What follows belongs to an exercise in optimizing a design on an open flow for small area; a production flow would make more cautious choices. RTL that was checked went through simulation tests only; none was proved equivalent to the original. No activity file was given, so power comes from the tool's default toggle rates.

==> sierra: inputs <==
// mc_core
module mc_core(
	input wire clk,
	input wire rst,
    input wire cmd_valid,
	output wire cmd_ready,
	input wire cmd_first,
	input wire cmd_last,
	input wire cmd_payload_mw,
	input wire cmd_payload_we,
	input wire [25:0] cmd_payload_addr,
	input wire wdata_valid,
	output wire wdata_ready,
	input wire wdata_first,
	input wire wdata_last,
	input wire [255:0] wdata_payload_data,
	input wire [31:0] wdata_payload_we,
	output wire rdata_valid,
	input wire rdata_ready,
	input wire rdata_first,
	input wire rdata_last,
	output wire [255:0] rdata_payload_data,
	input wire cmd_valid_1,
	output wire cmd_ready_1,
	input wire cmd_first_1,
	input wire cmd_last_1,
	input wire cmd_payload_mw_1,
	input wire cmd_payload_we_1,
	input wire [25:0] cmd_payload_addr_1,
	input wire wdata_valid_1,
	output wire wdata_ready_1,
	input wire wdata_first_1,
	input wire wdata_last_1,
	input wire [255:0] wdata_payload_data_1,
	input wire [31:0] wdata_payload_we_1,
	output wire rdata_valid_1,
	input wire rdata_ready_1,
	input wire rdata_first_1,
	input wire rdata_last_1,
	output wire [255:0] rdata_payload_data_1,
    output wire dfi_lpddr4_if_dfi_cs_0,
    output wire [5:0] dfi_lpddr4_if_dfi_ca_0,
    output wire dfi_lpddr4_if_dfi_cke_0,
    output wire dfi_lpddr4_if_dfi_odt_0,
    output wire dfi_lpddr4_if_dfi_reset_n_0,
    output wire dfi_lpddr4_if_dfi_act_n_0,
    output wire [63:0] dfi_lpddr4_if_dfi_wrdata_0,
    output wire [7:0] dfi_lpddr4_if_dfi_wrdata_mask_0,
    input wire [63:0] dfi_lpddr4_if_dfi_rdata_0,
    input wire dfi_lpddr4_if_dfi_rddata_valid_0,
    output wire dfi_lpddr4_if_dfi_rddata_en_0,
    output wire dfi_lpddr4_if_dfi_wrdata_en_0,
    output wire dfi_lpddr4_if_dfi_cs_1,
  ...
==> flow/config.mk <==
export PLATFORM = sky130hd
export DESIGN_NAME = mc_core
export DESIGN_NICKNAME = mc_core
export VERILOG_FILES = /design/flow/design.v
export SDC_FILE = /design/flow/constraint.sdc
export NUM_CORES = 4
export LEC_CHECK = 0
export CAP_MARGIN = 20
export CORE_AREA = 10 10 710 710
export DIE_AREA = 0 0 720 720
export SLEW_MARGIN = 20
==> flow/constraint.sdc <==
create_clock -name core_clock -period 10.0 [get_ports {clk}]
set_input_delay 2.0000 -clock core_clock [delete_from_list [all_inputs] [get_ports {clk}]]
set_output_delay 2.0000 -clock core_clock [all_outputs]
set_load 0.01 [all_outputs]
run.sh (not shown) runs the stock make flow with config.mk's settings and CLKGATE_MAP_FILE= SYNTH_SCRIPT=/design/flow/synth_recipe.tcl, a recipe that flattens the netlist after the stock synthesis.
==> umber: changes against sierra <==
ABC_AREA = 1   (was default)
CORE_AREA = default   (was 10 10 710 710)
CORE_MARGIN = 2   (was default)
CORE_UTILIZATION = 60   (was default)
DIE_AREA = default   (was 0 0 720 720)
==> summary of the runs <==
- Of sierra and umber, umber has the higher synthesized cell count (gap about 20%, measured against umber).
- umber stopped in I/O pin placement (3_2_place_iop). sierra went through all stages and came out clean.
- Of sierra and umber, umber has the higher area after synthesis (gap about 2%, measured against umber).
Function was not checked in any run of this note: the RTL went through the layout flow alone.

* * *

==> v27 <==
mc_core, a different RTL version from the one above (not shown whole).
==> flow/config.mk <==
export PLATFORM = sky130hd
export DESIGN_NAME = mc_core
export DESIGN_NICKNAME = mc_core
export VERILOG_FILES = /design/flow/design.v
export SDC_FILE = /design/flow/constraint.sdc
export NUM_CORES = 4
export LEC_CHECK = 0
export CAP_MARGIN = 40
export CORE_AREA = 10 10 710 710
export DIE_AREA = 0 0 720 720
export SLEW_MARGIN = 40
==> flow/constraint.sdc <==
create_clock -name core_clock -period 10.0 [get_ports {clk}]
set_input_delay 2.0000 -clock core_clock [delete_from_list [all_inputs] [get_ports {clk}]]
set_output_delay 2.0000 -clock core_clock [all_outputs]
set_load 0.01 [all_outputs]
standard.sh (not shown) runs the stock make flow with config.mk's settings and CLKGATE_MAP_FILE= SYNTH_SCRIPT=/design/flow/synth_recipe.tcl, a recipe that flattens the netlist after the stock synthesis.
==> flow/flow/run.sh <==
#!/bin/bash
# Layout flow: the standard synthesis, then an area-oriented re-mapping of
# the combinational logic only (every register instance is kept as the
# standard synthesis made it), then the standard ORFS flow from floorplan on,
# with small port buffers and a lighter clock tree.
set -euo pipefail
HERE=$(pwd)
R=$HERE/orfs/results/sky130hd/mc_core/base
LIB=$FLOW_HOME/platforms/sky130hd/lib/sky130_fd_sc_hd__tt_025C_1v80.lib

# 1. standard synthesis
bash standard.sh synth > flow_1_synth.log 2>&1

# 2. re-map combinational cells for area
cp $R/1_2_yosys.v $HERE/standard_synth.v
python3 flow/gen_map.py $LIB $HERE/cells_map.v > flow_2_genmap.log 2>&1
DU=$(awk '{printf "-dont_use %s ", $1}' flow/dont_use.txt)
cat > $HERE/remap.ys <<EOT
read_liberty -lib $LIB
read_verilog -sv $HERE/standard_synth.v
hierarchy -top $FLOW_TOP
techmap -map $HERE/cells_map.v
techmap
opt -purge
abc -script $HERE/flow/remap.abc -liberty $LIB $DU
opt_clean -purge
hilomap -singleton -hicell sky130_fd_sc_hd__conb_1 HI -locell sky130_fd_sc_hd__conb_1 LO
insbuf -buf sky130_fd_sc_hd__buf_4 A X
splitnets
opt_clean -purge
stat -liberty $LIB
check -assert -mapped
write_verilog -noattr -noexpr -nohex -nodec $HERE/remapped.v
EOT
yosys -l flow_2_remap.log -q -s $HERE/remap.ys > /dev/null 2>&1
cp $HERE/remapped.v $R/1_2_yosys.v
touch $R/1_2_yosys.v

# 3. floorplan to final layout
bash standard.sh \
  'BUFFER_PORTS_ARGS=-buffer_cell sky130_fd_sc_hd__buf_1' \
  'CTS_ARGS=-sink_clustering_enable -repair_clock_nets -dont_use_dummy_load -buf_list sky130_fd_sc_hd__clkbuf_8' \
  finish > flow_3_finish.log 2>&1
Other scripts of this flow, unchanged in this note and not shown: flow/flow/dont_use.txt, flow/flow/gen_map.py, flow/flow/remap.abc
==> v13 (differences from v27) <==
--- a/flow/flow/run.sh
+++ b/flow/flow/run.sh
@@ -3,5 +3,7 @@
 # the combinational logic only (every register instance is kept as the
 # standard synthesis made it), then the standard ORFS flow from floorplan on,
-# with small port buffers and a lighter clock tree.
+# with small port buffers, a lighter clock tree and placement that is not
+# timing-driven (timing is repaired after clock-tree synthesis and global
+# routing, with a setup margin).
 set -euo pipefail
 HERE=$(pwd)
@@ -26,5 +28,4 @@
 opt_clean -purge
 hilomap -singleton -hicell sky130_fd_sc_hd__conb_1 HI -locell sky130_fd_sc_hd__conb_1 LO
-insbuf -buf sky130_fd_sc_hd__buf_4 A X
 splitnets
 opt_clean -purge
@@ -40,4 +41,7 @@
 bash standard.sh \
   'BUFFER_PORTS_ARGS=-buffer_cell sky130_fd_sc_hd__buf_1' \
-  'CTS_ARGS=-sink_clustering_enable -repair_clock_nets -dont_use_dummy_load -buf_list sky130_fd_sc_hd__clkbuf_8' \
+  'CTS_ARGS=-sink_clustering_enable -repair_clock_nets -dont_use_dummy_load -buf_list sky130_fd_sc_hd__clkbuf_8 -sink_clustering_size 12' \
+  'PLACE_DENSITY=0.70' \
+  'GPL_TIMING_DRIVEN=0' \
+  'SETUP_SLACK_MARGIN=0.3' \
   finish > flow_3_finish.log 2>&1
- CAP_MARGIN: 40 -> 20
- SLEW_MARGIN: 40 -> 20
==> summary.txt <==
Between v13 and v27, the lower final cell count is in v13 (gap about 4.5%, measured against v27).
Via count: v27 is larger than v13 (about 4%).
Of v27 and v13, v27 has the higher maximum frequency (gap about 7%, measured against v13).
In v27 the first-iteration DRC count is smaller than in v13, by about 8%.
Between v13 and v27, the lower sequential power is in v27 (gap about 4.3%, measured against v27).
In sequential cell count, v27 and v13 do not differ.
Die area is the same in v13 and v27.
Of v13 and v27, v13 has the higher worst hold slack (gap 0.014 ns).
In v27 the register-to-register slack is higher than in v13, by 1.2 ns.
Against v27, the combinational power of v13 is lower by 6.6%.
Between v27 and v13, the lower utilization is in v13 (gap 0.31 points).

[re-timing with driven ports]
No port has a modelled driver above. Below, the same layouts with a new extraction and two added sets of constraints.
Step 1, drivers: a clkbuf_16 drives clk and a buf_2 each remaining input, both assumed.
Step 2, shift: input delay + t, output delay - t, t = (earliest + latest rising clock arrival at the registers) / 2. This alone moves slack from input paths to output paths.
Slacks: ideal / step 1 / step 2; pairs: ideal / step 1.
run	t (ns)	slack for setup (ns)	worst setup path after step 2	clock arrival spread, ns
sierra	1.052	0.669 / 0.609 / 0.329	input to register	0.165 / 0.165
v27	0.997	1.035 / 1.009 / 0.840	input to register	0.166 / 0.166
v13	0.980	0.430 / 0.400 / -0.549	input to register	0.093 / 0.093
With both steps, setup timing fails in v13, where it was met with ideal ports. For v13, which loses most, drivers alone change the setup slack by -0.030 ns; drivers and shift together by -0.979 ns.
